Context: an optimization exercise on an open-source flow, tuned for small area and a short achievable clock period. The choices shown serve that exercise and are no tape-out recipe. The RTL was checked by simulation tests, not by an equivalence proof against the original design. Power figures rest on the tool's default switching activity, not on a simulated workload.

**flow/flow/run.sh**
```bash
#!/bin/bash
# The standard layout, except that the input and output ports are
# buffered with sky130_fd_sc_hd__buf_2 cells (buffer_ports -buffer_cell)
# instead of the default delay-cell buffers. ORFS's own logs are kept
# under orfs/logs; make's output goes to standard.log.
set -euo pipefail
export BUFFER_PORTS_ARGS="-buffer_cell sky130_fd_sc_hd__buf_2"
bash standard.sh > standard.log 2>&1
```
**flow/standard.sh**
```bash
#!/bin/bash
# synth_recipe.tcl (not shown) runs the flow's synth.tcl, then flattens the netlist and writes it again
# the make line also repeats each setting of config.mk as NAME=value (left out here)
make -C /OpenROAD-flow-scripts/flow DESIGN_CONFIG=/design/flow/config.mk WORK_HOME=/design/flow/orfs CLKGATE_MAP_FILE= SYNTH_SCRIPT=/design/flow/synth_recipe.tcl "${@:-finish}"
```
**flow/config.mk**
```make
export PLATFORM = sky130hd
export DESIGN_NAME = fpu
export DESIGN_NICKNAME = fpu
export VERILOG_FILES = /design/flow/design.v
export SDC_FILE = /design/flow/constraint.sdc
export NUM_CORES = 4
export LEC_CHECK = 0
export CAP_MARGIN = 20
export CORE_MARGIN = 2
export CORE_UTILIZATION = 40
export SETUP_SLACK_MARGIN = 5
export SLEW_MARGIN = 20
export SYNTH_HIERARCHICAL = 1
export SYNTH_MINIMUM_KEEP_SIZE = 0
```
**flow/constraint.sdc**
```tcl
create_clock -name core_clock -period 8.5 [get_ports {clk}]
set_input_delay 1.7000 -clock core_clock [delete_from_list [all_inputs] [get_ports {clk}]]
set_output_delay 1.7000 -clock core_clock [all_outputs]
set_load 0.01 [all_outputs]
```
**flow/design.v**
```verilog
module fp_mul_tree (
    input  wire [14:0] fa,
    input  wire [14:0] fb,
    output wire [31:0] r0,
    output wire [31:0] r1
);
    wire [17:0] y = {2'b01, fb, 1'b0};    
    wire [7:0] neg, one, two;
    wire [6:0] nneg;
    wire [16:0] pp0, pp1, pp2, pp3, pp4, pp5, pp6, pp7;
    genvar k;
    generate for (k = 0; k < 8; k = k + 1) begin : g_enc
        assign neg[k] = y[2 * k + 2];
        assign one[k] = y[2 * k + 1] ^ y[2 * k];
        assign two[k] = (y[2 * k + 2] & ~y[2 * k + 1] & ~y[2 * k]) | (~y[2 * k + 2] & y[2 * k + 1] & y[2 * k]);
    end endgenerate
    generate for (k = 0; k < 7; k = k + 1) begin : g_nneg
        assign nneg[k] = ~neg[k];
    end endgenerate
    fp_booth_row u_row0 (.fa(fa), .one(one[0]), .two(two[0]), .neg(neg[0]), .pp(pp0));
    fp_booth_row u_row1 (.fa(fa), .one(one[1]), .two(two[1]), .neg(neg[1]), .pp(pp1));
    fp_booth_row u_row2 (.fa(fa), .one(one[2]), .two(two[2]), .neg(neg[2]), .pp(pp2));
    fp_booth_row u_row3 (.fa(fa), .one(one[3]), .two(two[3]), .neg(neg[3]), .pp(pp3));
    fp_booth_row u_row4 (.fa(fa), .one(one[4]), .two(two[4]), .neg(neg[4]), .pp(pp4));
    fp_booth_row u_row5 (.fa(fa), .one(one[5]), .two(two[5]), .neg(neg[5]), .pp(pp5));
    fp_booth_row u_row6 (.fa(fa), .one(one[6]), .two(two[6]), .neg(neg[6]), .pp(pp6));
    fp_booth_rown u_row7 (.fa(fa), .one(one[7]), .two(two[7]), .pp(pp7));    
    wire s1;
    wire c1;
    wire s2;
    wire c2;
    wire s3;
    wire c3;
    wire s4;
    wire c4;
    wire s5;
    wire c5;
    wire s6;
    wire c6;
    wire s7;
    wire c7;
    wire s8;
    wire c8;
    wire s9;
    wire c9;
    wire s10;
    wire c10;
    wire s11;
    wire c11;
    wire s12;
    wire c12;
    wire s13;
    wire c13;
    wire s14;
    wire c14;
    wire s15;
    wire c15;
    wire s16;
    wire c16;
    wire s17;
    wire c17;
    wire s18;
    wire c18;
    wire s19;
    wire c19;
    wire s20;
    wire c20;
    wire s21;
    wire c21;
    wire s22;
    wire c22;
    wire s23;
    wire c23;
    wire s24;
    wire c24;
    wire s25;
    wire c25;
    wire s26;
    wire c26;
    wire s27;
    wire c27;
    wire s28;
    wire c28;
    wire s29;
    wire c29;
    wire s30;
    wire c30;
    wire s31;
    wire c31;
    wire s32;
    wire c32;
    wire s33;
    wire c33;
    wire s34;
    wire c34;
    wire s35;
    wire c35;
    wire s36;
    wire c36;
    wire s37;
    wire c37;
    wire s38;
    wire c38;
    wire s39;
    wire c39;
    wire s40;
    wire c40;
    wire s41;
    wire c41;
    wire s42;
    wire c42;
    wire s43;
    wire c43;
    wire s44;
    wire c44;
    wire s45;
    wire c45;
    wire s46;
    wire c46;
    wire s47;
    wire c47;
    wire s48;
    wire c48;
    wire s49;
    wire c49;
    wire s50;
    wire c50;
    wire s51;
    wire c51;
    wire s52;
    wire c52;
    wire s53;
    wire c53;
    wire s54;
    wire c54;
    wire s55;
    wire c55;
    wire s56;
    wire c56;
    wire s57;
    wire c57;
    wire s58;
    wire c58;
    wire s59;
    wire c59;
    wire s60;
    wire c60;
    wire s61;
    wire c61;
    wire s62;
    wire c62;
    wire s63;
    wire c63;
    wire s64;
    wire c64;
    wire s65;
    wire c65;
    wire s66;
    wire c66;
    wire s67;
    wire c67;
    wire s68;
    wire c68;
    wire s69;
    wire c69;
    wire s70;
    wire c70;
    wire s71;
    wire c71;
    wire s72;
    wire c72;
    wire s73;
    wire c73;
    wire s74;
    wire c74;
    wire s75;
    wire c75;
    wire s76;
    wire c76;
    wire s77;
    wire c77;
    wire s78;
    wire c78;
    wire s79;
    wire c79;
    wire s80;
    wire c80;
    wire s81;
    wire c81;
    wire s82;
    wire c82;
    wire s83;
    wire c83;
    wire s84;
    wire c84;
    wire s85;
    wire c85;
    wire s86;
    wire c86;
    wire s87;
    wire c87;
    wire s88;
    wire c88;
    wire s89;
    wire c89;
    wire s90;
    wire c90;
    wire s91;
    wire c91;
    wire s92;
    wire c92;
    wire s93;
    wire c93;
    wire s94;
    wire c94;
    wire s95;
    wire c95;
    wire s96;
    wire c96;
    wire s97;
    wire c97;
    wire s98;
    wire c98;
    wire s99;
    wire c99;
    wire s100;
    wire c100;
    wire s101;
    wire c101;
    wire s102;
    wire c102;
    wire s103;
    wire c103;
    wire s104;
    wire c104;
    wire s105;
    wire c105;
    wire s106;
    wire c106;
    wire s107;
    wire c107;
    wire s108;
    wire c108;
    wire s109;
    wire c109;
    wire s110;
    wire c110;
    wire s111;
    wire c111;
    wire s112;
    wire c112;
    wire s113;
    wire c113;
    wire s114;
    wire c114;
    wire s115;
    wire c115;
    wire s116;
    wire c116;
    wire s117;
    wire c117;
    wire s118;
    wire c118;
    wire s119;
    wire c119;
    wire s120;
    wire c120;
    wire s121;
    wire c121;
    wire s122;
    wire c122;
    wire s123;
    wire c123;
    wire s124;
    wire c124;
    wire s125;
    wire c125;
    wire s126;
    wire c126;
    wire s127;
    wire c127;
    wire s128;
    wire c128;
    wire s129;
    wire c129;
    wire s130;
    wire c130;
    wire s131;
    wire c131;
    wire s132;
    wire c132;
    fp_ha u_s1 (.a(pp0[10]), .b(pp1[8]), .s(s1), .co(c1));
    fp_ha u_s2 (.a(pp0[11]), .b(pp1[9]), .s(s2), .co(c2));
    fp_fa u_s3 (.a(pp0[12]), .b(pp1[10]), .c(pp2[8]), .s(s3), .co(c3));
    fp_ha u_s4 (.a(pp3[6]), .b(pp4[4]), .s(s4), .co(c4));
    fp_fa u_s5 (.a(pp0[13]), .b(pp1[11]), .c(pp2[9]), .s(s5), .co(c5));
    fp_ha u_s6 (.a(pp3[7]), .b(pp4[5]), .s(s6), .co(c6));
    fp_fa u_s7 (.a(pp0[14]), .b(pp1[12]), .c(pp2[10]), .s(s7), .co(c7));
    fp_fa u_s8 (.a(pp3[8]), .b(pp4[6]), .c(pp5[4]), .s(s8), .co(c8));
    fp_ha u_s9 (.a(pp6[2]), .b(pp7[0]), .s(s9), .co(c9));
    fp_fa u_s10 (.a(pp0[15]), .b(pp1[13]), .c(pp2[11]), .s(s10), .co(c10));
    fp_fa u_s11 (.a(pp3[9]), .b(pp4[7]), .c(pp5[5]), .s(s11), .co(c11));
    fp_ha u_s12 (.a(pp6[3]), .b(pp7[1]), .s(s12), .co(c12));
    fp_fa u_s13 (.a(pp0[16]), .b(pp1[14]), .c(pp2[12]), .s(s13), .co(c13));
    fp_fa u_s14 (.a(pp3[10]), .b(pp4[8]), .c(pp5[6]), .s(s14), .co(c14));
    fp_fa u_s15 (.a(pp6[4]), .b(pp7[2]), .c(fa[0]), .s(s15), .co(c15));
    fp_fa u_s16 (.a(pp1[15]), .b(pp2[13]), .c(pp3[11]), .s(s16), .co(c16));
    fp_fa u_s17 (.a(pp4[9]), .b(pp5[7]), .c(pp6[5]), .s(s17), .co(c17));
    fp_fa u_s18 (.a(pp7[3]), .b(neg[0]), .c(fa[1]), .s(s18), .co(c18));
    fp_fa u_s19 (.a(pp1[16]), .b(pp2[14]), .c(pp3[12]), .s(s19), .co(c19));
    fp_fa u_s20 (.a(pp4[10]), .b(pp5[8]), .c(pp6[6]), .s(s20), .co(c20));
    fp_fa u_s21 (.a(pp7[4]), .b(neg[0]), .c(fa[2]), .s(s21), .co(c21));
    fp_fa u_s22 (.a(nneg[1]), .b(pp2[15]), .c(pp3[13]), .s(s22), .co(c22));
    fp_fa u_s23 (.a(pp4[11]), .b(pp5[9]), .c(pp6[7]), .s(s23), .co(c23));
    fp_fa u_s24 (.a(pp7[5]), .b(nneg[0]), .c(fa[3]), .s(s24), .co(c24));
    fp_fa u_s25 (.a(pp2[16]), .b(pp3[14]), .c(pp4[12]), .s(s25), .co(c25));
    fp_fa u_s26 (.a(pp5[10]), .b(pp6[8]), .c(pp7[6]), .s(s26), .co(c26));
    fp_ha u_s27 (.a(fa[4]), .b(1'b1), .s(s27), .co(c27));
    fp_fa u_s28 (.a(nneg[2]), .b(pp3[15]), .c(pp4[13]), .s(s28), .co(c28));
    fp_fa u_s29 (.a(pp5[11]), .b(pp6[9]), .c(pp7[7]), .s(s29), .co(c29));
    fp_fa u_s30 (.a(pp3[16]), .b(pp4[14]), .c(pp5[12]), .s(s30), .co(c30));
    fp_ha u_s31 (.a(pp6[10]), .b(pp7[8]), .s(s31), .co(c31));
    fp_fa u_s32 (.a(nneg[3]), .b(pp4[15]), .c(pp5[13]), .s(s32), .co(c32));
    fp_ha u_s33 (.a(pp4[16]), .b(pp5[14]), .s(s33), .co(c33));
    fp_ha u_s34 (.a(pp0[6]), .b(pp1[4]), .s(s34), .co(c34));
    fp_ha u_s35 (.a(pp0[7]), .b(pp1[5]), .s(s35), .co(c35));
    fp_fa u_s36 (.a(pp0[8]), .b(pp1[6]), .c(pp2[4]), .s(s36), .co(c36));
    fp_ha u_s37 (.a(pp3[2]), .b(pp4[0]), .s(s37), .co(c37));
    fp_fa u_s38 (.a(pp0[9]), .b(pp1[7]), .c(pp2[5]), .s(s38), .co(c38));
    fp_ha u_s39 (.a(pp3[3]), .b(pp4[1]), .s(s39), .co(c39));
    fp_fa u_s40 (.a(pp2[6]), .b(pp3[4]), .c(pp4[2]), .s(s40), .co(c40));
    fp_fa u_s41 (.a(pp5[0]), .b(neg[5]), .c(s1), .s(s41), .co(c41));
    fp_fa u_s42 (.a(pp2[7]), .b(pp3[5]), .c(pp4[3]), .s(s42), .co(c42));
    fp_fa u_s43 (.a(pp5[1]), .b(c1), .c(s2), .s(s43), .co(c43));
    fp_fa u_s44 (.a(pp5[2]), .b(pp6[0]), .c(neg[6]), .s(s44), .co(c44));
    fp_fa u_s45 (.a(c2), .b(s3), .c(s4), .s(s45), .co(c45));
    fp_fa u_s46 (.a(pp5[3]), .b(pp6[1]), .c(c3), .s(s46), .co(c46));
    fp_fa u_s47 (.a(c4), .b(s5), .c(s6), .s(s47), .co(c47));
    fp_fa1 u_s48 (.a(c5), .b(c6), .s(s48), .co(c48));
    fp_fa u_s49 (.a(s7), .b(s8), .c(s9), .s(s49), .co(c49));
    fp_fa u_s50 (.a(c7), .b(c8), .c(c9), .s(s50), .co(c50));
    fp_fa u_s51 (.a(s10), .b(s11), .c(s12), .s(s51), .co(c51));
    fp_fa u_s52 (.a(c10), .b(c11), .c(c12), .s(s52), .co(c52));
    fp_fa u_s53 (.a(s13), .b(s14), .c(s15), .s(s53), .co(c53));
    fp_fa u_s54 (.a(c13), .b(c14), .c(c15), .s(s54), .co(c54));
    fp_fa u_s55 (.a(s16), .b(s17), .c(s18), .s(s55), .co(c55));
    fp_fa u_s56 (.a(c16), .b(c17), .c(c18), .s(s56), .co(c56));
    fp_fa u_s57 (.a(s19), .b(s20), .c(s21), .s(s57), .co(c57));
    fp_fa u_s58 (.a(c19), .b(c20), .c(c21), .s(s58), .co(c58));
    fp_fa u_s59 (.a(s22), .b(s23), .c(s24), .s(s59), .co(c59));
    fp_fa u_s60 (.a(c22), .b(c23), .c(c24), .s(s60), .co(c60));
    fp_fa u_s61 (.a(s25), .b(s26), .c(s27), .s(s61), .co(c61));
    fp_fa u_s62 (.a(fa[5]), .b(c25), .c(c26), .s(s62), .co(c62));
    fp_fa u_s63 (.a(c27), .b(s28), .c(s29), .s(s63), .co(c63));
    fp_fa u_s64 (.a(fa[6]), .b(1'b1), .c(c28), .s(s64), .co(c64));
    fp_fa u_s65 (.a(c29), .b(s30), .c(s31), .s(s65), .co(c65));
    fp_fa u_s66 (.a(pp6[11]), .b(pp7[9]), .c(fa[7]), .s(s66), .co(c66));
    fp_fa u_s67 (.a(c30), .b(c31), .c(s32), .s(s67), .co(c67));
    fp_fa u_s68 (.a(pp6[12]), .b(pp7[10]), .c(fa[8]), .s(s68), .co(c68));
    fp_fa1 u_s69 (.a(c32), .b(s33), .s(s69), .co(c69));
    fp_fa u_s70 (.a(nneg[4]), .b(pp5[15]), .c(pp6[13]), .s(s70), .co(c70));
    fp_fa u_s71 (.a(pp7[11]), .b(fa[9]), .c(c33), .s(s71), .co(c71));
    fp_fa u_s72 (.a(pp5[16]), .b(pp6[14]), .c(pp7[12]), .s(s72), .co(c72));
    fp_ha u_s73 (.a(fa[10]), .b(1'b1), .s(s73), .co(c73));
    fp_fa u_s74 (.a(nneg[5]), .b(pp6[15]), .c(pp7[13]), .s(s74), .co(c74));
    fp_ha u_s75 (.a(pp6[16]), .b(pp7[14]), .s(s75), .co(c75));
    fp_ha u_s76 (.a(pp0[4]), .b(pp1[2]), .s(s76), .co(c76));
    fp_ha u_s77 (.a(pp0[5]), .b(pp1[3]), .s(s77), .co(c77));
    fp_fa u_s78 (.a(pp2[2]), .b(pp3[0]), .c(neg[3]), .s(s78), .co(c78));
    fp_fa u_s79 (.a(pp2[3]), .b(pp3[1]), .c(c34), .s(s79), .co(c79));
    fp_fa u_s80 (.a(neg[4]), .b(c35), .c(s36), .s(s80), .co(c80));
    fp_fa u_s81 (.a(c36), .b(c37), .c(s38), .s(s81), .co(c81));
    fp_fa u_s82 (.a(c38), .b(c39), .c(s40), .s(s82), .co(c82));
    fp_fa u_s83 (.a(c40), .b(s42), .c(c41), .s(s83), .co(c83));
    fp_fa u_s84 (.a(c42), .b(s44), .c(c43), .s(s84), .co(c84));
    fp_fa u_s85 (.a(c44), .b(c45), .c(s46), .s(s85), .co(c85));
    fp_fa u_s86 (.a(c46), .b(c47), .c(s48), .s(s86), .co(c86));
    fp_fa u_s87 (.a(c48), .b(c49), .c(s50), .s(s87), .co(c87));
    fp_fa u_s88 (.a(c50), .b(c51), .c(s52), .s(s88), .co(c88));
    fp_fa u_s89 (.a(c52), .b(c53), .c(s54), .s(s89), .co(c89));
    fp_fa u_s90 (.a(c54), .b(c55), .c(s56), .s(s90), .co(c90));
    fp_fa u_s91 (.a(c56), .b(c57), .c(s58), .s(s91), .co(c91));
    fp_fa u_s92 (.a(c58), .b(c59), .c(s60), .s(s92), .co(c92));
    fp_fa u_s93 (.a(c60), .b(c61), .c(s62), .s(s93), .co(c93));
    fp_fa u_s94 (.a(c62), .b(c63), .c(s64), .s(s94), .co(c94));
    fp_fa u_s95 (.a(s66), .b(c64), .c(c65), .s(s95), .co(c95));
    fp_fa u_s96 (.a(c66), .b(s68), .c(c67), .s(s96), .co(c96));
    fp_fa u_s97 (.a(c68), .b(s70), .c(c69), .s(s97), .co(c97));
    fp_fa u_s98 (.a(c70), .b(s72), .c(s73), .s(s98), .co(c98));
    fp_fa u_s99 (.a(fa[11]), .b(c72), .c(c73), .s(s99), .co(c99));
    fp_fa u_s100 (.a(fa[12]), .b(1'b1), .c(c74), .s(s100), .co(c100));
    fp_fa u_s101 (.a(nneg[6]), .b(pp7[15]), .c(fa[13]), .s(s101), .co(c101));
    fp_ha u_s102 (.a(pp7[16]), .b(fa[14]), .s(s102), .co(c102));
    fp_ha u_s103 (.a(pp0[2]), .b(pp1[0]), .s(s103), .co(c103));
    fp_ha u_s104 (.a(pp0[3]), .b(pp1[1]), .s(s104), .co(c104));
    fp_fa u_s105 (.a(pp2[0]), .b(neg[2]), .c(s76), .s(s105), .co(c105));
    fp_fa u_s106 (.a(pp2[1]), .b(c76), .c(s77), .s(s106), .co(c106));
    fp_fa u_s107 (.a(s34), .b(c77), .c(s78), .s(s107), .co(c107));
    fp_fa u_s108 (.a(s35), .b(c78), .c(s79), .s(s108), .co(c108));
    fp_fa u_s109 (.a(s37), .b(c79), .c(s80), .s(s109), .co(c109));
    fp_fa u_s110 (.a(s39), .b(c80), .c(s81), .s(s110), .co(c110));
    fp_fa u_s111 (.a(s41), .b(c81), .c(s82), .s(s111), .co(c111));
    fp_fa u_s112 (.a(s43), .b(c82), .c(s83), .s(s112), .co(c112));
    fp_fa u_s113 (.a(s45), .b(c83), .c(s84), .s(s113), .co(c113));
    fp_fa u_s114 (.a(s47), .b(c84), .c(s85), .s(s114), .co(c114));
    fp_fa u_s115 (.a(s49), .b(c85), .c(s86), .s(s115), .co(c115));
    fp_fa u_s116 (.a(s51), .b(c86), .c(s87), .s(s116), .co(c116));
    fp_fa u_s117 (.a(s53), .b(c87), .c(s88), .s(s117), .co(c117));
    fp_fa u_s118 (.a(s55), .b(c88), .c(s89), .s(s118), .co(c118));
    fp_fa u_s119 (.a(s57), .b(c89), .c(s90), .s(s119), .co(c119));
    fp_fa u_s120 (.a(s59), .b(c90), .c(s91), .s(s120), .co(c120));
    fp_fa u_s121 (.a(s61), .b(c91), .c(s92), .s(s121), .co(c121));
    fp_fa u_s122 (.a(s63), .b(c92), .c(s93), .s(s122), .co(c122));
    fp_fa u_s123 (.a(s65), .b(c93), .c(s94), .s(s123), .co(c123));
    fp_fa u_s124 (.a(s67), .b(c94), .c(s95), .s(s124), .co(c124));
    fp_fa u_s125 (.a(s69), .b(c95), .c(s96), .s(s125), .co(c125));
    fp_fa u_s126 (.a(s71), .b(c96), .c(s97), .s(s126), .co(c126));
    fp_fa u_s127 (.a(c71), .b(s98), .c(c97), .s(s127), .co(c127));
    fp_fa u_s128 (.a(s74), .b(c98), .c(s99), .s(s128), .co(c128));
    fp_fa u_s129 (.a(s75), .b(c99), .c(s100), .s(s129), .co(c129));
    fp_fa u_s130 (.a(c75), .b(s101), .c(c100), .s(s130), .co(c130));
    fp_fa1 u_s131 (.a(c101), .b(s102), .s(s131), .co(c131));
    assign s132 = ~c102;
    assign c132 = c102;
    assign r0[0] = pp0[0];
    assign r1[0] = neg[0];
    assign r0[1] = pp0[1];
    assign r1[1] = 1'b0;
    assign r0[2] = neg[1];
    assign r1[2] = s103;
    assign r0[3] = c103;
    assign r1[3] = s104;
    assign r0[4] = c104;
    assign r1[4] = s105;
    assign r0[5] = c105;
    assign r1[5] = s106;
    assign r0[6] = c106;
    assign r1[6] = s107;
    assign r0[7] = c107;
    assign r1[7] = s108;
    assign r0[8] = c108;
    assign r1[8] = s109;
    assign r0[9] = c109;
    assign r1[9] = s110;
    assign r0[10] = c110;
    assign r1[10] = s111;
    assign r0[11] = c111;
    assign r1[11] = s112;
    assign r0[12] = c112;
    assign r1[12] = s113;
    assign r0[13] = c113;
    assign r1[13] = s114;
    assign r0[14] = c114;
    assign r1[14] = s115;
    assign r0[15] = c115;
    assign r1[15] = s116;
    assign r0[16] = c116;
    assign r1[16] = s117;
    assign r0[17] = c117;
    assign r1[17] = s118;
    assign r0[18] = c118;
    assign r1[18] = s119;
    assign r0[19] = c119;
    assign r1[19] = s120;
    assign r0[20] = c120;
    assign r1[20] = s121;
    assign r0[21] = c121;
    assign r1[21] = s122;
    assign r0[22] = c122;
    assign r1[22] = s123;
    assign r0[23] = c123;
    assign r1[23] = s124;
    assign r0[24] = c124;
    assign r1[24] = s125;
    assign r0[25] = c125;
    assign r1[25] = s126;
    assign r0[26] = c126;
    assign r1[26] = s127;
    assign r0[27] = c127;
    assign r1[27] = s128;
    assign r0[28] = c128;
    assign r1[28] = s129;
    assign r0[29] = c129;
    assign r1[29] = s130;
    assign r0[30] = c130;
    assign r1[30] = s131;
    assign r0[31] = c131;
    assign r1[31] = s132;
endmodule
module fp_booth_row (input wire [14:0] fa, input wire one, input wire two, input wire neg, output wire [16:0] pp);
    genvar j;
    assign pp[0] = (one & fa[0]) ^ neg;
    generate for (j = 1; j < 15; j = j + 1) begin : g_pp
        fp_bpp u_pp (.x1(fa[j]), .x0(fa[j - 1]), .one(one), .two(two), .neg(neg), .pp(pp[j]));
    end endgenerate
    assign pp[15] = (one | (two & fa[14])) ^ neg;
    assign pp[16] = two ^ neg;
endmodule
module fp_booth_rown (input wire [14:0] fa, input wire one, input wire two, output wire [16:0] pp);
    genvar j;
    assign pp[0] = ~(one & fa[0]);
    generate for (j = 1; j < 15; j = j + 1) begin : g_pp
        fp_bppn u_pp (.x1(fa[j]), .x0(fa[j - 1]), .one(one), .two(two), .pp(pp[j]));
    end endgenerate
    assign pp[15] = ~(one | (two & fa[14]));
    assign pp[16] = ~two;
endmodule
module fp_bppn (input wire x1, input wire x0, input wire one, input wire two, output wire pp);
    assign pp = ~((one & x1) | (two & x0));
endmodule
module fp_bpp (input wire x1, input wire x0, input wire one, input wire two, input wire neg, output wire pp);
    assign pp = ((one & x1) | (two & x0)) ^ neg;
endmodule
module fp_fa (input wire a, input wire b, input wire c, output wire s, output wire co);
    assign s  = a ^ b ^ c;
    assign co = (a & b) | (a & c) | (b & c);
endmodule
module fp_fa1 (input wire a, input wire b, output wire s, output wire co);
    assign s  = ~(a ^ b);
    assign co = a | b;
endmodule
module fp_ha (input wire a, input wire b, output wire s, output wire co);
    assign s  = a ^ b;
    assign co = a & b;
endmodule
module fp_add16 (
    input  wire [15:0] x,
    input  wire [15:0] y,
    input  wire ci,
    output wire [15:0] s,
    output wire co
);
    wire [16:0] g0, p0;
    assign g0[0] = ci;
    assign p0[0] = 1'b0;
    assign g0[16:1] = x & y;
    assign p0[16:1] = x ^ y;
    wire g1;
    wire g2;
    wire p3;
    wire g4;
    wire p5;
    wire g6;
    wire p7;
    wire g8;
    wire p9;
    wire g10;
    wire p11;
    wire g12;
    wire p13;
    wire g14;
    wire p15;
    wire n16;
    wire g17;
    wire g18;
    wire n19;
    wire n20;
    wire g21;
    wire p22;
    wire g23;
    wire p24;
    wire n25;
    wire n26;
    wire g27;
    wire p28;
    wire g29;
    wire p30;
    wire n31;
    wire n32;
    wire g33;
    wire p34;
    wire g35;
    wire p36;
    wire g37;
    wire n38;
    wire g39;
    wire g40;
    wire g41;
    wire g42;
    wire p43;
    wire n44;
    wire n45;
    wire g46;
    wire p47;
    wire g48;
    wire p49;
    wire g50;
    wire p51;
    wire n52;
    wire g53;
    wire g54;
    wire g55;
    wire g56;
    wire g57;
    wire g58;
    wire g59;
    wire g60;
    wire g61;
    fp_aoi u1 (.a(g0[1]), .b(p0[1]), .c(g0[0]), .y(g1));
    fp_aoi u2 (.a(g0[3]), .b(p0[3]), .c(g0[2]), .y(g2));
    fp_nand u3 (.a(p0[3]), .b(p0[2]), .y(p3));
    fp_aoi u4 (.a(g0[5]), .b(p0[5]), .c(g0[4]), .y(g4));
    fp_nand u5 (.a(p0[5]), .b(p0[4]), .y(p5));
    fp_aoi u6 (.a(g0[7]), .b(p0[7]), .c(g0[6]), .y(g6));
    fp_nand u7 (.a(p0[7]), .b(p0[6]), .y(p7));
    fp_aoi u8 (.a(g0[9]), .b(p0[9]), .c(g0[8]), .y(g8));
    fp_nand u9 (.a(p0[9]), .b(p0[8]), .y(p9));
    fp_aoi u10 (.a(g0[11]), .b(p0[11]), .c(g0[10]), .y(g10));
    fp_nand u11 (.a(p0[11]), .b(p0[10]), .y(p11));
    fp_aoi u12 (.a(g0[13]), .b(p0[13]), .c(g0[12]), .y(g12));
    fp_nand u13 (.a(p0[13]), .b(p0[12]), .y(p13));
    fp_aoi u14 (.a(g0[15]), .b(p0[15]), .c(g0[14]), .y(g14));
    fp_nand u15 (.a(p0[15]), .b(p0[14]), .y(p15));
    assign n16 = ~g1;
    fp_aoi u17 (.a(g0[2]), .b(p0[2]), .c(n16), .y(g17));
    fp_oai u18 (.a(g2), .b(p3), .c(g1), .y(g18));
    assign n19 = ~g4;
    assign n20 = ~p5;
    fp_aoi u21 (.a(g0[6]), .b(p0[6]), .c(n19), .y(g21));
    fp_nand u22 (.a(p0[6]), .b(n20), .y(p22));
    fp_oai u23 (.a(g6), .b(p7), .c(g4), .y(g23));
    fp_nor u24 (.a(p7), .b(p5), .y(p24));
    assign n25 = ~g8;
    assign n26 = ~p9;
    fp_aoi u27 (.a(g0[10]), .b(p0[10]), .c(n25), .y(g27));
    fp_nand u28 (.a(p0[10]), .b(n26), .y(p28));
    fp_oai u29 (.a(g10), .b(p11), .c(g8), .y(g29));
    fp_nor u30 (.a(p11), .b(p9), .y(p30));
    assign n31 = ~g12;
    assign n32 = ~p13;
    fp_aoi u33 (.a(g0[14]), .b(p0[14]), .c(n31), .y(g33));
    fp_nand u34 (.a(p0[14]), .b(n32), .y(p34));
    fp_oai u35 (.a(g14), .b(p15), .c(g12), .y(g35));
    fp_nor u36 (.a(p15), .b(p13), .y(p36));
    fp_aoi u37 (.a(g0[4]), .b(p0[4]), .c(g18), .y(g37));
    assign n38 = ~g18;
    fp_oai u39 (.a(g4), .b(p5), .c(n38), .y(g39));
    fp_oai u40 (.a(g21), .b(p22), .c(n38), .y(g40));
    fp_aoi u41 (.a(g23), .b(p24), .c(g18), .y(g41));
    fp_aoi u42 (.a(g0[12]), .b(p0[12]), .c(g29), .y(g42));
    fp_nand u43 (.a(p0[12]), .b(p30), .y(p43));
    assign n44 = ~g29;
    assign n45 = ~p30;
    fp_oai u46 (.a(g12), .b(p13), .c(n44), .y(g46));
    fp_nor u47 (.a(p13), .b(n45), .y(p47));
    fp_oai u48 (.a(g33), .b(p34), .c(n44), .y(g48));
    fp_nor u49 (.a(p34), .b(n45), .y(p49));
    fp_aoi u50 (.a(g35), .b(p36), .c(g29), .y(g50));
    fp_nand u51 (.a(p36), .b(p30), .y(p51));
    assign n52 = ~g41;
    fp_aoi u53 (.a(g0[8]), .b(p0[8]), .c(n52), .y(g53));
    fp_oai u54 (.a(g8), .b(p9), .c(g41), .y(g54));
    fp_oai u55 (.a(g27), .b(p28), .c(g41), .y(g55));
    fp_aoi u56 (.a(g29), .b(p30), .c(n52), .y(g56));
    fp_oai u57 (.a(g42), .b(p43), .c(g41), .y(g57));
    fp_aoi u58 (.a(g46), .b(p47), .c(n52), .y(g58));
    fp_aoi u59 (.a(g48), .b(p49), .c(n52), .y(g59));
    fp_oai u60 (.a(g50), .b(p51), .c(g41), .y(g60));
    fp_aoi u61 (.a(g0[16]), .b(p0[16]), .c(g60), .y(g61));
    assign s[0] = p0[1] ^ g0[0];
    assign s[1] = p0[2] ^ ~g1;
    assign s[2] = p0[3] ^ ~g17;
    assign s[3] = p0[4] ^ g18;
    assign s[4] = p0[5] ^ ~g37;
    assign s[5] = p0[6] ^ g39;
    assign s[6] = p0[7] ^ g40;
    assign s[7] = p0[8] ^ ~g41;
    assign s[8] = p0[9] ^ ~g53;
    assign s[9] = p0[10] ^ g54;
    assign s[10] = p0[11] ^ g55;
    assign s[11] = p0[12] ^ ~g56;
    assign s[12] = p0[13] ^ g57;
    assign s[13] = p0[14] ^ ~g58;
    assign s[14] = p0[15] ^ ~g59;
    assign s[15] = p0[16] ^ g60;
    assign co = ~g61;
endmodule
module fp_add22 (
    input  wire [21:0] x,
    input  wire [21:0] y,
    input  wire ci,
    output wire [21:0] s,
    output wire co
);
    wire [22:0] g0, p0;
    assign g0[0] = ci;
    assign p0[0] = 1'b0;
    assign g0[22:1] = x & y;
    assign p0[22:1] = x ^ y;
    wire g1;
    wire g2;
    wire p3;
    wire g4;
    wire p5;
    wire g6;
    wire p7;
    wire g8;
    wire p9;
    wire g10;
    wire p11;
    wire g12;
    wire p13;
    wire g14;
    wire p15;
    wire g16;
    wire p17;
    wire g18;
    wire p19;
    wire g20;
    wire p21;
    wire n22;
    wire g23;
    wire g24;
    wire n25;
    wire n26;
    wire g27;
    wire p28;
    wire g29;
    wire p30;
    wire n31;
    wire n32;
    wire g33;
    wire p34;
    wire g35;
    wire p36;
    wire n37;
    wire n38;
    wire g39;
    wire p40;
    wire g41;
    wire p42;
    wire n43;
    wire n44;
    wire g45;
    wire p46;
    wire g47;
    wire p48;
    wire n49;
    wire n50;
    wire g51;
    wire p52;
    wire g53;
    wire n54;
    wire g55;
    wire g56;
    wire g57;
    wire g58;
    wire p59;
    wire n60;
    wire n61;
    wire g62;
    wire p63;
    wire g64;
    wire p65;
    wire g66;
    wire p67;
    wire g68;
    wire p69;
    wire n70;
    wire n71;
    wire g72;
    wire p73;
    wire g74;
    wire p75;
    wire n76;
    wire g77;
    wire g78;
    wire g79;
    wire g80;
    wire g81;
    wire g82;
    wire g83;
    wire g84;
    wire g85;
    wire n86;
    wire g87;
    wire g88;
    wire g89;
    wire g90;
    wire g91;
    wire g92;
    fp_aoi u1 (.a(g0[1]), .b(p0[1]), .c(g0[0]), .y(g1));
    fp_aoi u2 (.a(g0[3]), .b(p0[3]), .c(g0[2]), .y(g2));
    fp_nand u3 (.a(p0[3]), .b(p0[2]), .y(p3));
    fp_aoi u4 (.a(g0[5]), .b(p0[5]), .c(g0[4]), .y(g4));
    fp_nand u5 (.a(p0[5]), .b(p0[4]), .y(p5));
    fp_aoi u6 (.a(g0[7]), .b(p0[7]), .c(g0[6]), .y(g6));
    fp_nand u7 (.a(p0[7]), .b(p0[6]), .y(p7));
    fp_aoi u8 (.a(g0[9]), .b(p0[9]), .c(g0[8]), .y(g8));
    fp_nand u9 (.a(p0[9]), .b(p0[8]), .y(p9));
    fp_aoi u10 (.a(g0[11]), .b(p0[11]), .c(g0[10]), .y(g10));
    fp_nand u11 (.a(p0[11]), .b(p0[10]), .y(p11));
    fp_aoi u12 (.a(g0[13]), .b(p0[13]), .c(g0[12]), .y(g12));
    fp_nand u13 (.a(p0[13]), .b(p0[12]), .y(p13));
    fp_aoi u14 (.a(g0[15]), .b(p0[15]), .c(g0[14]), .y(g14));
    fp_nand u15 (.a(p0[15]), .b(p0[14]), .y(p15));
    fp_aoi u16 (.a(g0[17]), .b(p0[17]), .c(g0[16]), .y(g16));
    fp_nand u17 (.a(p0[17]), .b(p0[16]), .y(p17));
    fp_aoi u18 (.a(g0[19]), .b(p0[19]), .c(g0[18]), .y(g18));
    fp_nand u19 (.a(p0[19]), .b(p0[18]), .y(p19));
    fp_aoi u20 (.a(g0[21]), .b(p0[21]), .c(g0[20]), .y(g20));
    fp_nand u21 (.a(p0[21]), .b(p0[20]), .y(p21));
    assign n22 = ~g1;
    fp_aoi u23 (.a(g0[2]), .b(p0[2]), .c(n22), .y(g23));
    fp_oai u24 (.a(g2), .b(p3), .c(g1), .y(g24));
    assign n25 = ~g4;
    assign n26 = ~p5;
    fp_aoi u27 (.a(g0[6]), .b(p0[6]), .c(n25), .y(g27));
    fp_nand u28 (.a(p0[6]), .b(n26), .y(p28));
    fp_oai u29 (.a(g6), .b(p7), .c(g4), .y(g29));
    fp_nor u30 (.a(p7), .b(p5), .y(p30));
    assign n31 = ~g8;
    assign n32 = ~p9;
    fp_aoi u33 (.a(g0[10]), .b(p0[10]), .c(n31), .y(g33));
    fp_nand u34 (.a(p0[10]), .b(n32), .y(p34));
    fp_oai u35 (.a(g10), .b(p11), .c(g8), .y(g35));
    fp_nor u36 (.a(p11), .b(p9), .y(p36));
    assign n37 = ~g12;
    assign n38 = ~p13;
    fp_aoi u39 (.a(g0[14]), .b(p0[14]), .c(n37), .y(g39));
    fp_nand u40 (.a(p0[14]), .b(n38), .y(p40));
    fp_oai u41 (.a(g14), .b(p15), .c(g12), .y(g41));
    fp_nor u42 (.a(p15), .b(p13), .y(p42));
    assign n43 = ~g16;
    assign n44 = ~p17;
    fp_aoi u45 (.a(g0[18]), .b(p0[18]), .c(n43), .y(g45));
    fp_nand u46 (.a(p0[18]), .b(n44), .y(p46));
    fp_oai u47 (.a(g18), .b(p19), .c(g16), .y(g47));
    fp_nor u48 (.a(p19), .b(p17), .y(p48));
    assign n49 = ~g20;
    assign n50 = ~p21;
    fp_aoi u51 (.a(g0[22]), .b(p0[22]), .c(n49), .y(g51));
    fp_nand u52 (.a(p0[22]), .b(n50), .y(p52));
    fp_aoi u53 (.a(g0[4]), .b(p0[4]), .c(g24), .y(g53));
    assign n54 = ~g24;
    fp_oai u55 (.a(g4), .b(p5), .c(n54), .y(g55));
    fp_oai u56 (.a(g27), .b(p28), .c(n54), .y(g56));
    fp_aoi u57 (.a(g29), .b(p30), .c(g24), .y(g57));
    fp_aoi u58 (.a(g0[12]), .b(p0[12]), .c(g35), .y(g58));
    fp_nand u59 (.a(p0[12]), .b(p36), .y(p59));
    assign n60 = ~g35;
    assign n61 = ~p36;
    fp_oai u62 (.a(g12), .b(p13), .c(n60), .y(g62));
    fp_nor u63 (.a(p13), .b(n61), .y(p63));
    fp_oai u64 (.a(g39), .b(p40), .c(n60), .y(g64));
    fp_nor u65 (.a(p40), .b(n61), .y(p65));
    fp_aoi u66 (.a(g41), .b(p42), .c(g35), .y(g66));
    fp_nand u67 (.a(p42), .b(p36), .y(p67));
    fp_aoi u68 (.a(g0[20]), .b(p0[20]), .c(g47), .y(g68));
    fp_nand u69 (.a(p0[20]), .b(p48), .y(p69));
    assign n70 = ~g47;
    assign n71 = ~p48;
    fp_oai u72 (.a(g20), .b(p21), .c(n70), .y(g72));
    fp_nor u73 (.a(p21), .b(n71), .y(p73));
    fp_oai u74 (.a(g51), .b(p52), .c(n70), .y(g74));
    fp_nor u75 (.a(p52), .b(n71), .y(p75));
    assign n76 = ~g57;
    fp_aoi u77 (.a(g0[8]), .b(p0[8]), .c(n76), .y(g77));
    fp_oai u78 (.a(g8), .b(p9), .c(g57), .y(g78));
    fp_oai u79 (.a(g33), .b(p34), .c(g57), .y(g79));
    fp_aoi u80 (.a(g35), .b(p36), .c(n76), .y(g80));
    fp_oai u81 (.a(g58), .b(p59), .c(g57), .y(g81));
    fp_aoi u82 (.a(g62), .b(p63), .c(n76), .y(g82));
    fp_aoi u83 (.a(g64), .b(p65), .c(n76), .y(g83));
    fp_oai u84 (.a(g66), .b(p67), .c(g57), .y(g84));
    fp_aoi u85 (.a(g0[16]), .b(p0[16]), .c(g84), .y(g85));
    assign n86 = ~g84;
    fp_oai u87 (.a(g16), .b(p17), .c(n86), .y(g87));
    fp_oai u88 (.a(g45), .b(p46), .c(n86), .y(g88));
    fp_aoi u89 (.a(g47), .b(p48), .c(g84), .y(g89));
    fp_oai u90 (.a(g68), .b(p69), .c(n86), .y(g90));
    fp_aoi u91 (.a(g72), .b(p73), .c(g84), .y(g91));
    fp_aoi u92 (.a(g74), .b(p75), .c(g84), .y(g92));
    assign s[0] = p0[1] ^ g0[0];
    assign s[1] = p0[2] ^ ~g1;
    assign s[2] = p0[3] ^ ~g23;
    assign s[3] = p0[4] ^ g24;
    assign s[4] = p0[5] ^ ~g53;
    assign s[5] = p0[6] ^ g55;
    assign s[6] = p0[7] ^ g56;
    assign s[7] = p0[8] ^ ~g57;
    assign s[8] = p0[9] ^ ~g77;
    assign s[9] = p0[10] ^ g78;
    assign s[10] = p0[11] ^ g79;
    assign s[11] = p0[12] ^ ~g80;
    assign s[12] = p0[13] ^ g81;
    assign s[13] = p0[14] ^ ~g82;
    assign s[14] = p0[15] ^ ~g83;
    assign s[15] = p0[16] ^ g84;
    assign s[16] = p0[17] ^ ~g85;
    assign s[17] = p0[18] ^ g87;
    assign s[18] = p0[19] ^ g88;
    assign s[19] = p0[20] ^ ~g89;
    assign s[20] = p0[21] ^ g90;
    assign s[21] = p0[22] ^ ~g91;
    assign co = ~g92;
endmodule
module fp_cy10 (
    input  wire [9:0] x,
    input  wire [9:0] y,
    output wire co
);
    wire [10:0] g0, p0;
    assign g0[0] = 1'b0;
    assign p0[0] = 1'b0;
    assign g0[10:1] = x & y;
    assign p0[10:1] = x ^ y;
    wire g1;
    wire p2;
    wire g3;
    wire p4;
    wire g5;
    wire p6;
    wire g7;
    wire p8;
    wire g9;
    wire n10;
    wire g11;
    wire n12;
    wire n13;
    wire g14;
    wire p15;
    wire g16;
    wire p17;
    wire n18;
    wire n19;
    wire g20;
    wire p21;
    wire g22;
    wire n23;
    wire g24;
    wire g25;
    wire g26;
    wire n27;
    wire g28;
    wire g29;
    wire g30;
    fp_aoi u1 (.a(g0[3]), .b(p0[3]), .c(g0[2]), .y(g1));
    fp_nand u2 (.a(p0[3]), .b(p0[2]), .y(p2));
    fp_aoi u3 (.a(g0[5]), .b(p0[5]), .c(g0[4]), .y(g3));
    fp_nand u4 (.a(p0[5]), .b(p0[4]), .y(p4));
    fp_aoi u5 (.a(g0[7]), .b(p0[7]), .c(g0[6]), .y(g5));
    fp_nand u6 (.a(p0[7]), .b(p0[6]), .y(p6));
    fp_aoi u7 (.a(g0[9]), .b(p0[9]), .c(g0[8]), .y(g7));
    fp_nand u8 (.a(p0[9]), .b(p0[8]), .y(p8));
    fp_aoi u9 (.a(g0[2]), .b(p0[2]), .c(g0[1]), .y(g9));
    assign n10 = ~g0[1];
    fp_oai u11 (.a(g1), .b(p2), .c(n10), .y(g11));
    assign n12 = ~g3;
    assign n13 = ~p4;
    fp_aoi u14 (.a(g0[6]), .b(p0[6]), .c(n12), .y(g14));
    fp_nand u15 (.a(p0[6]), .b(n13), .y(p15));
    fp_oai u16 (.a(g5), .b(p6), .c(g3), .y(g16));
    fp_nor u17 (.a(p6), .b(p4), .y(p17));
    assign n18 = ~g7;
    assign n19 = ~p8;
    fp_aoi u20 (.a(g0[10]), .b(p0[10]), .c(n18), .y(g20));
    fp_nand u21 (.a(p0[10]), .b(n19), .y(p21));
    fp_aoi u22 (.a(g0[4]), .b(p0[4]), .c(g11), .y(g22));
    assign n23 = ~g11;
    fp_oai u24 (.a(g3), .b(p4), .c(n23), .y(g24));
    fp_oai u25 (.a(g14), .b(p15), .c(n23), .y(g25));
    fp_aoi u26 (.a(g16), .b(p17), .c(g11), .y(g26));
    assign n27 = ~g26;
    fp_aoi u28 (.a(g0[8]), .b(p0[8]), .c(n27), .y(g28));
    fp_oai u29 (.a(g7), .b(p8), .c(g26), .y(g29));
    fp_oai u30 (.a(g20), .b(p21), .c(g26), .y(g30));
    assign co = g30;
endmodule
module fp_aoi (input wire a, input wire b, input wire c, output wire y);
    assign y = ~(a | (b & c));
endmodule
module fp_oai (input wire a, input wire b, input wire c, output wire y);
    assign y = ~(a & (b | c));
endmodule
module fp_nand (input wire a, input wire b, output wire y);
    assign y = ~(a & b);
endmodule
module fp_nor (input wire a, input wire b, output wire y);
    assign y = ~(a | b);
endmodule
module fpu #(
    parameter WIDTH = 24
)(
    input   logic clk,
    input   wire logic [WIDTH - 1:0] a,
    input   wire logic [WIDTH - 1:0] b,
    input   wire logic [3:0]         opcode,
    output  logic [WIDTH - 1:0] result
);
    wire       abig  = a[22:0] > b[22:0];
    wire       egt   = a[22:15] > b[22:15];
    wire [3:0] dab   = a[18:15] - b[18:15];
    logic [23:0] a1, b1;
    logic [3:0]  op1;
    logic        abig1, abig1m;    
    logic        eff1;              
    logic [3:0]  sh1;      
    logic        ha1, hb1;  
    always_ff @(posedge clk) begin
        a1    <= a;
        b1    <= b;
        op1   <= opcode;
        abig1 <= abig;
        abig1m <= abig;
        eff1  <= a[23] ^ b[23] ^ opcode[2];
        sh1   <= egt ? dab : 4'd0 - dab;    
        ha1   <= a[22:15] != 8'd0;
        hb1   <= b[22:15] != 8'd0;
    end
    wire is_as   = (op1 == 4'b0000) || (op1 == 4'b0100);
    wire is_max  = (op1 == 4'b0001);
    wire is_min  = (op1 == 4'b0010);
    wire is_fl   = (op1 == 4'b1000);
    wire is_ce   = (op1 == 4'b1001);
    wire is_mul  = (op1 == 4'b0011);
    wire is_abs  = (op1 == 4'b0101);
    wire is_neg  = (op1 == 4'b0110);
    wire        sa = a1[23];
    wire [7:0]  ea = a1[22:15];
    wire [14:0] fa = a1[14:0];
    wire        sb = b1[23];
    wire [7:0]  eb = b1[22:15];
    wire [14:0] fb = b1[14:0];
    wire [15:0] ma     = {ha1, fa};
    wire [15:0] mb     = {hb1, fb};
    wire        sbx    = sb ^ op1[2];
    wire        effsub = eff1;
    wire [15:0] max_   = ma ^ {16{effsub}};
    wire [15:0] mbx    = mb ^ {16{effsub}};
    wire [15:0] maxm   = abig1 ? ma : mb;
    wire [15:0] minx   = abig1 ? mbx : max_;
    wire [7:0]  maxe   = abig1m ? ea : eb;
    wire [31:0] shx    = {{16{effsub}}, minx} >> sh1;
    wire        ssign  = abig1m ? sa : sbx;
    wire [16:0] sum;
    fp_add16 u_add (.x(maxm), .y(shx[15:0]), .ci(effsub), .s(sum[15:0]), .co(sum[16]));
    wire        a_gt = (sa == sb) ? (abig1m ^ sa) : sb;
    wire [23:0] mm   = (a_gt ^ is_min) ? a1 : b1;
    wire [22:0] th;
    genvar k;
    generate for (k = 0; k < 23; k = k + 1) begin : g_th
        assign th[k] = ea >= 8'(128 + k);
    end endgenerate
    wire [14:0] fmask;     
    wire [14:0] cm;        
    wire [14:0] hm;        
    generate for (k = 0; k < 15; k = k + 1) begin : g_masks
        assign fmask[k] = th[14 - k];
        assign cm[k]    = th[8 + k];
        assign hm[k]    = th[22 - k];
    end endgenerate
    wire [14:0] rf   = fa & fmask;
    wire        fhf  = |(fa & ~fmask);
    wire        frz  = ~|rf;
    wire        lt1  = ~th[0] & (ea != 8'd127);
    wire        fup  = sa & fhf;
    wire [7:0]  fl_ei = ea[7] ? {ea[7:4], ea[3:0] + 4'd1} : 8'd128;
    wire [23:0] fl_r = {sa, lt1 ? 8'd0 : (fup & frz) ? fl_ei : ea,
                        rf[14:1], rf[0] | (fup & ~frz)};
    wire        chf  = ~th[22] & |(fa & cm);
    wire [14:0] cx   = fa | ~hm;
    wire [15:0] cpa;                       
    assign cpa[0] = 1'b1;
    generate for (k = 0; k < 15; k = k + 1) begin : g_cpa
        assign cpa[k + 1] = cpa[k] & cx[k];
    end endgenerate
    wire [23:0] ce_r = ~chf ? a1 :
                       sa   ? {1'b1, ea, fa & ~cm} :
                              {1'b0, ea[7:5], ea[4:0] + {4'd0, cpa[15]}, fa ^ (hm & cpa[14:0])};
    wire [23:0] pass_r =
        (is_max | is_min) ? mm :
        is_fl  ? fl_r :
        is_ce  ? ce_r :
        is_abs ? {1'b0, a1[22:0]} :
        is_neg ? {~sa, a1[22:0]} :
        (sa ? 24'hbf8000 : 24'h3f8000);
    wire [31:0] r0, r1;
    fp_mul_tree u_tree (.fa(fa), .fb(fb), .r0(r0), .r1(r1));
    wire        lo_co;     
    fp_cy10 u_lo (.x(r0[9:0]), .y(r1[9:0]), .co(lo_co));
    wire [8:0]  sum9  = {1'b0, ea} + {1'b0, eb};
    wire [8:0]  e9    = sum9 - 9'd127;
    wire        mzero = ~ha1 || ~hb1 || (sum9 < 9'd128);
    wire        movf  = sum9 >= 9'd382;
    wire        meq   = sum9 == 9'd381;
    wire        msign = sa ^ sb;
    wire        is_pass = ~is_mul & ~is_as;
    wire [56:0] d2_mul  = {meq, movf, mzero, msign, e9[7:0], lo_co, r1[31:10], r0[31:10]};
    wire [56:0] d2_as   = {31'd0, ssign, maxe, sum};
    wire [56:0] d2_pass = {33'd0, pass_r & {24{is_pass}}};
    wire [56:0] d2_in;
    generate for (k = 0; k < 24; k = k + 1) begin : g_d2
        fp_sel u_sel (.sa(is_as), .a(d2_as[k]), .sb(is_mul), .b(d2_mul[k]), .c(d2_pass[k]), .y(d2_in[k]));
    end endgenerate
    assign d2_in[25:24] = is_mul ? d2_mul[25:24] : d2_as[25:24];
    assign d2_in[56:26] = d2_mul[56:26];
    logic        k_mul, k_as, k_sub;
    logic [56:0] d2;
    always_ff @(posedge clk) begin
        k_mul <= is_mul;
        k_as  <= is_as;
        k_sub <= effsub;
        d2    <= d2_in;
    end
    wire [16:0] m  = d2[16:0];
    wire [7:0]  me = d2[24:17];
    wire        ms = d2[25];
    logic [3:0] lz;
    always_comb begin
        lz = 4'd15;
        for (int i = 0; i < 16; i++)
            if (m[i]) lz = 4'(15 - i);
    end
    wire [15:0] nsh   = m[15:0] << lz;
    wire [23:0] add_r = m[16] ? {ms, me + 8'd1, m[15:1]} : {ms, me, m[14:0]};
    wire [23:0] sub_r = (m[15:0] == 16'd0) ? {ms, 23'd0} : {ms, me - {4'd0, lz}, nsh[14:0]};
    wire [21:0] ps;                        
    wire        ps_co;
    fp_add22 u_cpa (.x(d2[21:0]), .y(d2[43:22]), .ci(d2[44]),
                    .s(ps), .co(ps_co));
    wire [16:0] p     = ps[21:5];          
    wire [7:0]  pe0   = d2[52:45];
    wire [7:0]  pe1   = d2[52:45] + 8'd1;
    wire [7:0]  pe    = p[16] ? pe1 : pe0;
    wire [14:0] pm    = p[16] ? p[15:1] : p[14:0];
    wire        povf  = d2[55] | (d2[56] & p[16]);
    wire [23:0] mul_r = d2[54] ? 24'd0 : povf ? 24'h7f8000 : {d2[53], pe, pm};
    wire [23:0] as_r = k_sub ? sub_r : add_r;
    wire [23:0] pass3 = d2[23:0] & {24{~k_mul & ~k_as}};
    wire [23:0] res_in;
    generate for (k = 0; k < 24; k = k + 1) begin : g_res
        fp_sel u_sel (.sa(k_as), .a(as_r[k]), .sb(k_mul), .b(mul_r[k]), .c(pass3[k]), .y(res_in[k]));
    end endgenerate
    always_ff @(posedge clk) begin
        result <= res_in;
    end
endmodule
module fp_sel (input wire sa, input wire a, input wire sb, input wire b, input wire c, output wire y);
    assign y = (sa & a) | (sb & b) | c;
endmodule
```
==> results.json, run 1 <==
{
  "pwr-share-seq_pct": 18.3,
  "finalCriticalPeriod_ns": 3.485,
  "critical_path.endpoint": "d2[7]",
  "crit_required_ns": 8.82,
  "finalSetupViolCount": 0,
  "cp.depth": 10,
  "post-route-util_pct": 48.73,
  "clk_pin_slew_ns": 0.07,
  "die_w_um": 216.1,
  "cellPowerDensity_nw_per_um2": 278.3,
  "worstMarginPinSlew_ns": 1.068,
  "vias_per_cell": 6.113,
  "hold_viol_final": 0,
  "synthCells": 1996,
  "swShare_pct": 48.23,
  "skew_ns": 0.01128,
  "grt_pass1_wl_mm": 97.77,
  "whs_ns": 0.5474,
  "maxSlewHeadroom_pct": 28.53,
  "crit_type": "register to register",
  "die_area_um2": 46720,
  "syn-cell-area_um2": 18000,
  "critPathTopFamily": "adder cells",
  "rrSetupSlack_ns": 5.02,
  "gp_congestion": 0.9480,
  "worstSetupStartpoint": "b1[9]",
  "final_cell_count_no_fill": 2697,
  "final_antenna_net_count": 0,
  "firstDrtPassIters": 7,
  "hp-class": "register to register",
  "worstPathCellList": "buf_12 -> xor2_4 -> buf_12 -> a22oi_2 -> xnor2_1 -> fa_2 -> fa_2 -> fa_1 -> fa_1 -> a221o_1",
  "final_area_um2": 21600,
  "yosysWarnings": 7,
  "rows": 77,
  "end_kind": "register",
  "setup_tns_ns": 0,
  "r2r_start": "b1[9]",
  "timing.rr.end": "d2[7]",
  "path_buf_inv": 2,
  "crit_slowest_cell": "fa_2",
  "placed_cell_area_um2": 18880,
  "crit_fanout": 10,
  "grt_pass1_vias": 16390,
  "grt-ovfl-total": 0,
  "dp_slack_ns": 4.078,
  "p_sw_mw": 2.898,
  "ctsLongestPathBuffers": 2,
  "drc": 0,
  "cts_made_buffers": 17,
  "drv_cap": 0,
  "cts_max_level": 4,
  "antenna_found_initial": 7,
  "cts-root-buf": "clkbuf_16",
  "avgSynthCellArea_um2": 9.019,
  "r2r_cells": 10,
  "pwr-share-comb_pct": 69.2,
  "p_int_mw": 3.111,
  "hpwl_mm": 43.01,
  "ir_drop_v": 0.0001832,
  "start_kind": "register",
  "grt_use_total_pct": 27.27,
  "hold_buffers": 0,
  "finalCritPeriodShare_pct": 41.00,
  "syn2layout_area_growth_pct": 19.96,
  "drt_iter0_drc": 1741,
  "p_total_mw": 6.009,
  "wl_per_cell_um": 24.30,
  "portBuffers": 76,
  "p_leak_nw": 8.499,
  "nNetsFinal": 2374,
  "clock.fmax_ghz": 0.2870,
  "io_pins": 77,
  "coreArea_um2": 44320,
  "critical-path-max-stage-delay_ns": 0.49,
  "die_h_um": 216.1,
  "clk-insertion-delay-late_ns": 0.46,
  "drive_gt1_share_pct": 32.89,
  "start_util_pct": 40.62,
  "setup_ws_ns": 5.015,
  "cts_tree": "done",
  "grt_start_max_net_pins": 33,
  "place_inst": 2539,
  "worst_ep_arrival_time_ns": 3.80,
  "drv_slew": 0,
  "via_count": 16490,
  "status": "complete, no violations",
  "drt_wl_total_mm": 65.55,
  "cts.sinks": 144,
  "pwr-share-clk_pct": 12.5,
  "grt_setup_unrepaired": "true"
}
power by group through the flow:
stage          sequential (mW)  clock, mW  combinational (mW)
4_1_cts                   1.10      0.762                3.77
3_3_place_gp              1.13          0                3.52
3_5_place_dp              1.13          0                3.58
2_1_floorplan            0.998          0                3.11
6_report                  1.10      0.749                4.16
5_1_grt                   1.12      0.789                4.51
worst reg2reg max path, stage by stage (launching register included):
cell     delay, ns
dfxtp_4       0.40
buf_12        0.15
xor2_4        0.18
buf_12        0.16
a22oi_2       0.20
xnor2_1       0.17
fa_2          0.49
fa_2          0.38
fa_1          0.48
fa_1          0.40
a221o_1       0.35
layer usage:
metal | GRT usage (%) | routed length (µm) | up-vias | part of all wire, %
met1 | 35.77 | 27900 | 8155 | 43
li1 | - | - | 7377 | -
met3 | 6.400 | 5444 | 198 | 8.3
met2 | 42.78 | 29490 | 747 | 45
met4 | 11.89 | 2639 | 10 | 4.0
met5 | 0 | 66 | - | 0.10
flip-flops by register name (all words and copies together) (netlist names), 4 cells and up:
register,count
a1,24
b1,24
d2,57
op1,4
result,24
sh1,4
placed cells by master, fill, tap and decap left out, types with 31 or more instances in the layout:
cell       n
fa_1      74
buf_4     99
inv_1    103
a21oi_1   88
nand2_1  130
mux2i_1   68
dfxtp_1   94
fa_2      37
xnor2_1  141
o21ai_1   33
buf_2     76
a22oi_2  112
a221o_1   51
ha_1     110
xor2_1    48
mux2_2    31
nor2_1   120
o21ai_0   53
a21oi_2   64
worst min path at each step:
stage,startpoint,slack [ns],to,depth (start not counted)
2_1_floorplan,eff1,0.38,k_sub,0
3_3_place_gp,b1[23],0.52,d2[53],1
3_5_place_dp,b1[23],0.52,d2[53],1
4_1_cts,b1[23],0.54,d2[53],1
5_1_grt,b1[23],0.55,d2[53],1
6_report,b1[23],0.55,d2[53],1
area by class of cell:
cell class,instances,area [µm²]
sequential,144,3018
timing repair buffer,226,2108
tap,592,740.7
clock inverter,12,115.1
multi-input combinational,1592,14710
clock buffer,19,464.2
antenna,1,2.502
inverter,111,434.2
fill,4155,22720
timing repair:
action | CTS | global route
hold endpoints to repair | 0 | 0
cloned | 2 | 1
endpoints found under the setup margin | 63 | 48
resized for setup | 65 | 118
setup buffers | 81 | 42
pin swaps | 18 | 33
==> inputs of run 2 (changes only) <==
--- a/flow/config.mk
+++ b/flow/config.mk
@@ -8,6 +8,7 @@
 export CAP_MARGIN = 20
 export CORE_MARGIN = 2
 export CORE_UTILIZATION = 40
+export CTS_BUF_LIST = sky130_fd_sc_hd__clkbuf_4 sky130_fd_sc_hd__clkbuf_8
 export SETUP_SLACK_MARGIN = 5
 export SLEW_MARGIN = 20
 export SYNTH_HIERARCHICAL = 1
==> run 2 against run 1 <==
Net effect: die area unchanged; still clean on timing, DRC and antenna; non-clock buffer count fell by 6; global-route usage grew 0.060 points; hold slack improved by 0.0034 ns; final area down 2.0%; combinational power shrank 4%; utilization down 0.98 points; first-iteration DRC count down 16%; routed wire length down 1.0%; total power decreased by 6.0%; clock power fell by 25%.
==> results.json, run 2 <==
{
  "start_util_pct": 40.62,
  "cts-root-buf": "clkbuf_8",
  "p_leak_nw": 8.342,
  "coreArea_um2": 44320,
  "grt_start_max_net_pins": 33,
  "die_h_um": 216.1,
  "drc": 0,
  "pwr-share-clk_pct": 10.0,
  "hold_path_depth": 1,
  "clock.fmax_ghz": 0.2842,
  "finalCritPeriodShare_pct": 41.39,
  "crit_type": "register to register",
  "via_count": 16360,
  "grt_pass1_vias": 16310,
  "hpwl_mm": 43.01,
  "worstPathCellList": "buf_8 -> mux4_2 -> mux2i_1 -> xor2_1 -> nor2_1 -> a211oi_1 -> a21oi_1 -> ha_1 -> nand2_1 -> o21ai_4 -> a21oi_4 -> inv_4 -> a21oi_2 -> xnor2_1 -> a221o_1",
  "cts_made_buffers": 17,
  "ir_drop_v": 0.0001318,
  "final_area_um2": 21160,
  "maxSlewHeadroom_pct": 27.88,
  "drt_iter0_drc": 1456,
  "finalCriticalPeriod_ns": 3.518,
  "clk-insertion-delay-late_ns": 0.52,
  "pwr-share-comb_pct": 70.6,
  "worstSetupStartpoint": "sh1[0]",
  "io_pins": 77,
  "cellPowerDensity_nw_per_um2": 266.9,
  "hold_buffers": 0,
  "cts_max_level": 4,
  "cts_tree": "done",
  "gp_congestion": 0.9480,
  "synthCells": 1996,
  "timing.rr.end": "d2[11]",
  "crit_required_ns": 8.89,
  "syn2layout_area_growth_pct": 17.54,
  "nNetsFinal": 2368,
  "hold_start": "b1[23]",
  "grt_pass1_wl_mm": 97.70,
  "crit_slowest_cell": "mux4_2",
  "worst_ep_arrival_time_ns": 3.91,
  "avgSynthCellArea_um2": 9.019,
  "rrSetupSlack_ns": 4.98,
  "regMostFlops": "d2",
  "largest_reg_flops": 57,
  "die_w_um": 216.1,
  "grt_setup_unrepaired": "true",
  "hold_viol_final": 0,
  "setup_tns_ns": 0,
  "crit_fanout": 7,
  "yosysWarnings": 7,
  "p_int_mw": 2.851,
  "rows": 77,
  "clk_pin_slew_ns": 0.09,
  "skew_ns": 0.01727,
  "placed_cell_area_um2": 18880,
  "finalSetupViolCount": 0,
  "drv_slew": 0,
  "grt-ovfl-total": 0,
  "status": "complete, no violations",
  "start_kind": "register",
  "final_common_cell": "xnor2_1",
  "swShare_pct": 49.53,
  "fillCellCount": 4213,
  "drt_wl_total_mm": 64.89,
  "r2r_start": "sh1[0]",
  "die_area_um2": 46720,
  "ctsLongestPathBuffers": 2,
  "portBuffers": 76,
  "syn-cell-area_um2": 18000,
  "worstMarginPinSlew_ns": 1.078,
  "drv_cap": 0,
  "antenna_found_initial": 5,
  "p_sw_mw": 2.798,
  "cts.sinks": 144,
  "drive_gt1_share_pct": 31.27,
  "hold_path_end": "d2[53]",
  "vias_per_cell": 6.073,
  "final_antenna_net_count": 0,
  "critical-path-max-stage-delay_ns": 0.52,
  "grt_use_total_pct": 27.33,
  "r2r_cells": 15,
  "pwr-share-seq_pct": 19.4,
  "p_total_mw": 5.649,
  "firstDrtPassIters": 6,
  "hp-class": "register to register",
  "wl_per_cell_um": 24.09,
  "end_kind": "register",
  "layout_common_cells": "xnor2_1, nand2_1, nor2_1"
}
-- run 2: worst max-delay path by stage --
stage / end / slack (ns) / cells after the start
after floorplan: d2[11] / 4.86 / 9
after CTS: d2[11] / 5.00 / 16
after global routing: d2[11] / 4.86 / 15
after detailed placement: d2[15] / 4.08 / 13
after global placement: d2[15] / 4.14 / 13
final: d2[11] / 4.98 / 15
-- run 2: metal layers --
metal	share of wire (%)	global-route usage [%]	routed length, µm	vias to the layer above
li1	-	-	-	7356
met4	3.7	12.15	2414	4
met2	46	42.97	29660	762
met1	42	35.49	27430	8077
met3	8.2	6.723	5349	161
met5	0.043	0	28	-
-- run 2: worst max-delay path: cells and delay by family (launching register included) --
| family | cells | cell delay [ns] |
|---|---|---|
| AO/OA/AOI/OAI | 6 | 1.20 |
| XOR/XNOR | 2 | 0.23 |
| adder cells (fa/ha/maj) | 1 | 0.40 |
| buffers and inverters | 2 | 0.24 |
| flip-flops | 1 | 0.41 |
| multiplexers | 2 | 0.71 |
| AND/OR/NAND/NOR | 2 | 0.19 |
-- run 2: area by class of cell --
class	count	area (µm²)	area share, %
inverters	111	425.4	2.010
flip-flops and latches	144	3018	14.26
well taps	592	740.7	3.500
diodes	4	10.01	0.04730
repair buffers	220	2029	9.591
clock inverters	13	145.1	0.6859
multi-input cells	1592	14540	68.73
clock buffers	18	247.7	1.171
-- run 2: per-stage QoR --
| stage | setup WS (ns) | utilization [%] | std cells | hold WS (ns) |
|---|---|---|---|---|
| after CTS | 5.001 | 46.23 | 2653 | 0.5511 |
| after floorplan | 4.864 | - | 1999 | 0.3841 |
| after global placement | 4.141 | 42.60 | 2539 | 0.5241 |
| after detailed placement | 4.078 | 42.60 | 2539 | 0.5224 |
| after global routing | 4.862 | 47.72 | 2690 | 0.5620 |
| final | 4.982 | 47.75 | 2694 | 0.5508 |
-- run 2: timing repair --
action | in CTS | in global routing
hold endpoints to repair | 0 | 0
pin swaps | 17 | 32
endpoints found under the setup margin | 63 | 47
resized for setup | 63 | 74
cloned | 2 | 1
buffers inserted | 81 | 36
-- run 2: power by group through the flow --
stage / Clock, mW / Combinational [mW] / Sequential [mW]
after floorplan: 0 / 3.11 / 0.998
after global placement: 0 / 3.52 / 1.13
after detailed placement: 0 / 3.58 / 1.13
after CTS: 0.580 / 3.76 / 1.09
after global routing: 0.604 / 4.34 / 1.12
final: 0.565 / 3.99 / 1.10
==> inputs of run 3 (changes only) <==
--- a/flow/config.mk
+++ b/flow/config.mk
@@ -13,3 +13,4 @@
 export SLEW_MARGIN = 20
 export SYNTH_HIERARCHICAL = 1
 export SYNTH_MINIMUM_KEEP_SIZE = 0
+export TNS_END_PERCENT = 10
==> run 3 against run 2 <==
Net effect: utilization rose by 0.12 points; critical endpoint is now d2[12]; highest routed layer is now met4; largest cell class unchanged; combinational power barely moved; global-route usage fell by 0.92 points; synthesized cell count did not move; non-clock buffer count rose by 1; die area did not move; total power rose by 0.43%; setup slack improved by 0.0089 ns; sequential power barely moved; final area rose by 0.24%; critical path depth fell by 4.
==> results.json, run 3 <==
{
  "nNetsFinal": 2369,
  "hp-class": "register to register",
  "critPathTopFamily": "adder cells",
  "wl_per_cell_um": 23.53,
  "p_total_mw": 5.673,
  "r2r_start": "b1[5]",
  "grt_start_max_net_pins": 44,
  "drive_gt1_share_pct": 31.24,
  "crit_type": "register to register",
  "crit_required_ns": 8.89,
  "vias_per_cell": 6.039,
  "cts_made_buffers": 17,
  "cts_tree": "done",
  "crit_slowest_cell": "fa_2",
  "synthCells": 1996,
  "syn-cell-area_um2": 18000,
  "layout_common_cells": "xnor2_1, nand2_1, nor2_1",
  "coreArea_um2": 44320,
  "cellPowerDensity_nw_per_um2": 267.4,
  "gp_congestion": 0.9492,
  "worst_ep_arrival_time_ns": 3.90,
  "start_kind": "register",
  "portBuffers": 76,
  "die_w_um": 216.1,
  "drv_slew": 0,
  "clock.fmax_ghz": 0.2849,
  "hold_buffers": 0,
  "final_common_cell": "xnor2_1",
  "maxSlewHeadroom_pct": 32.40,
  "cts_max_level": 4,
  "skew_ns": 0.02785,
  "path_buf_inv": 2,
  "ctsLongestPathBuffers": 2,
  "syn2layout_area_growth_pct": 17.83,
  "setup_tns_ns": 0,
  "grt_pass1_vias": 16190,
  "top_layer": "met4",
  "wl_met3_mm": 4.704,
  "hold_viol_final": 0,
  "via_count": 16260,
  "setup_ws_ns": 4.991,
  "die_area_um2": 46720,
  "p_leak_nw": 8.396,
  "end_kind": "register",
  "firstDrtPassIters": 7,
  "hpwl_mm": 42.11,
  "fillCellCount": 4208,
  "rows": 77,
  "ir_drop_v": 0.0001387,
  "hold_path_depth": 1,
  "grt-ovfl-total": 0,
  "status": "complete, no violations",
  "clk_pin_slew_ns": 0.09,
  "worstPathCellList": "buf_12 -> nand3b_1 -> o21ai_4 -> buf_12 -> a22oi_2 -> xnor2_1 -> fa_2 -> fa_2 -> fa_1 -> fa_1 -> a221o_1",
  "drt_wl_total_mm": 63.36,
  "met2_length_mm": 29.15,
  "whs_ns": 0.5606,
  "grt_use_total_pct": 26.41,
  "dp_slack_ns": 4.229,
  "drv_cap": 0,
  "io_pins": 77,
  "critical-path-max-stage-delay_ns": 0.51,
  "avgSynthCellArea_um2": 9.019,
  "rrSetupSlack_ns": 4.99,
  "crit_fanout": 11,
  "hold_path_end": "d2[53]",
  "grt_setup_unrepaired": "true",
  "post-route-util_pct": 47.86,
  "hold_start": "b1[23]",
  "die_h_um": 216.1,
  "regMostFlops": "d2"
}
==> run 3: layer usage <==
layer / vias up / GRT usage [%]
met5: - / 0
met4: 0 / 9.247
met3: 151 / 4.842
met2: 746 / 42.64
met1: 8011 / 35.38
li1: 7355 / -
==> run 3: stage by stage <==
stage               instance area [µm²]  std cells
finish                            21210       2693
global route                      21210       2692
CTS                               20320       2647
detailed placement                18870       2541
global placement                  18870       2541
floorplan                         18390       1999
==> run 3: timing repair <==
| item | in CTS | in global routing |
|---|---|---|
| gates resized for setup | 52 | 97 |
| pin swaps | 16 | 30 |
| cloned | 0 | 3 |
| buffers inserted | 74 | 42 |
| endpoints found under the setup margin | 63 | 47 |
==> run 3: layout make-up <==
class | instances | area [µm²] | share of cell area, %
multi-input combinational | 1592 | 14600 | 68.81
sequential | 144 | 3005 | 14.17
timing repair buffer | 221 | 2044 | 9.638
tap | 592 | 740.7 | 3.492
inverter | 111 | 419.2 | 1.976
clock buffer | 17 | 234.0 | 1.103
clock inverter | 15 | 168.9 | 0.7963
antenna | 1 | 2.502 | 0.01180
==> run 3: worst reg2reg max path, delay by kind of cell, from the launching register on <==
family	cells	cell delay (ns)
DFF	1	0.40
buffers and inverters	2	0.29
and+or+nand+nor	1	0.16
xor gates and xnor gates	1	0.23
AOI/OAI and AO/OA	3	0.52
adders and majority gates	4	1.79
==> run 3: how the worst max path moves through the flow <==
stage | startpoint | end | slack (ns) | cells past startpoint
floorplan | b1[11] | d2[6] | 4.84 | 10
global placement | sh1[0] | d2[11] | 4.32 | 14
detailed placement | sh1[0] | d2[11] | 4.23 | 14
CTS | b1[3] | d2[9] | 4.98 | 15
global route | b1[7] | d2[8] | 4.89 | 10
finish | b1[5] | d2[12] | 4.99 | 11
==> run 3: report_power, final <==
| part | internal (mW) | switching [mW] | total (mW) |
|---|---|---|---|
| clock network | 0.246 | 0.324 | 0.571 |
| logic | 1.77 | 2.24 | 4.01 |
| registers | 0.847 | 0.246 | 1.09 |
| total | 2.87 | 2.81 | 5.67 |

Check on run 3: ideal ports give 4.991 ns setup slack; a clkbuf_16 on the clock port and buf_2 on the inputs give 4.991 ns; moving port delays by the midpoint clock arrival (0.565 ns) as well gives 4.663 ns.
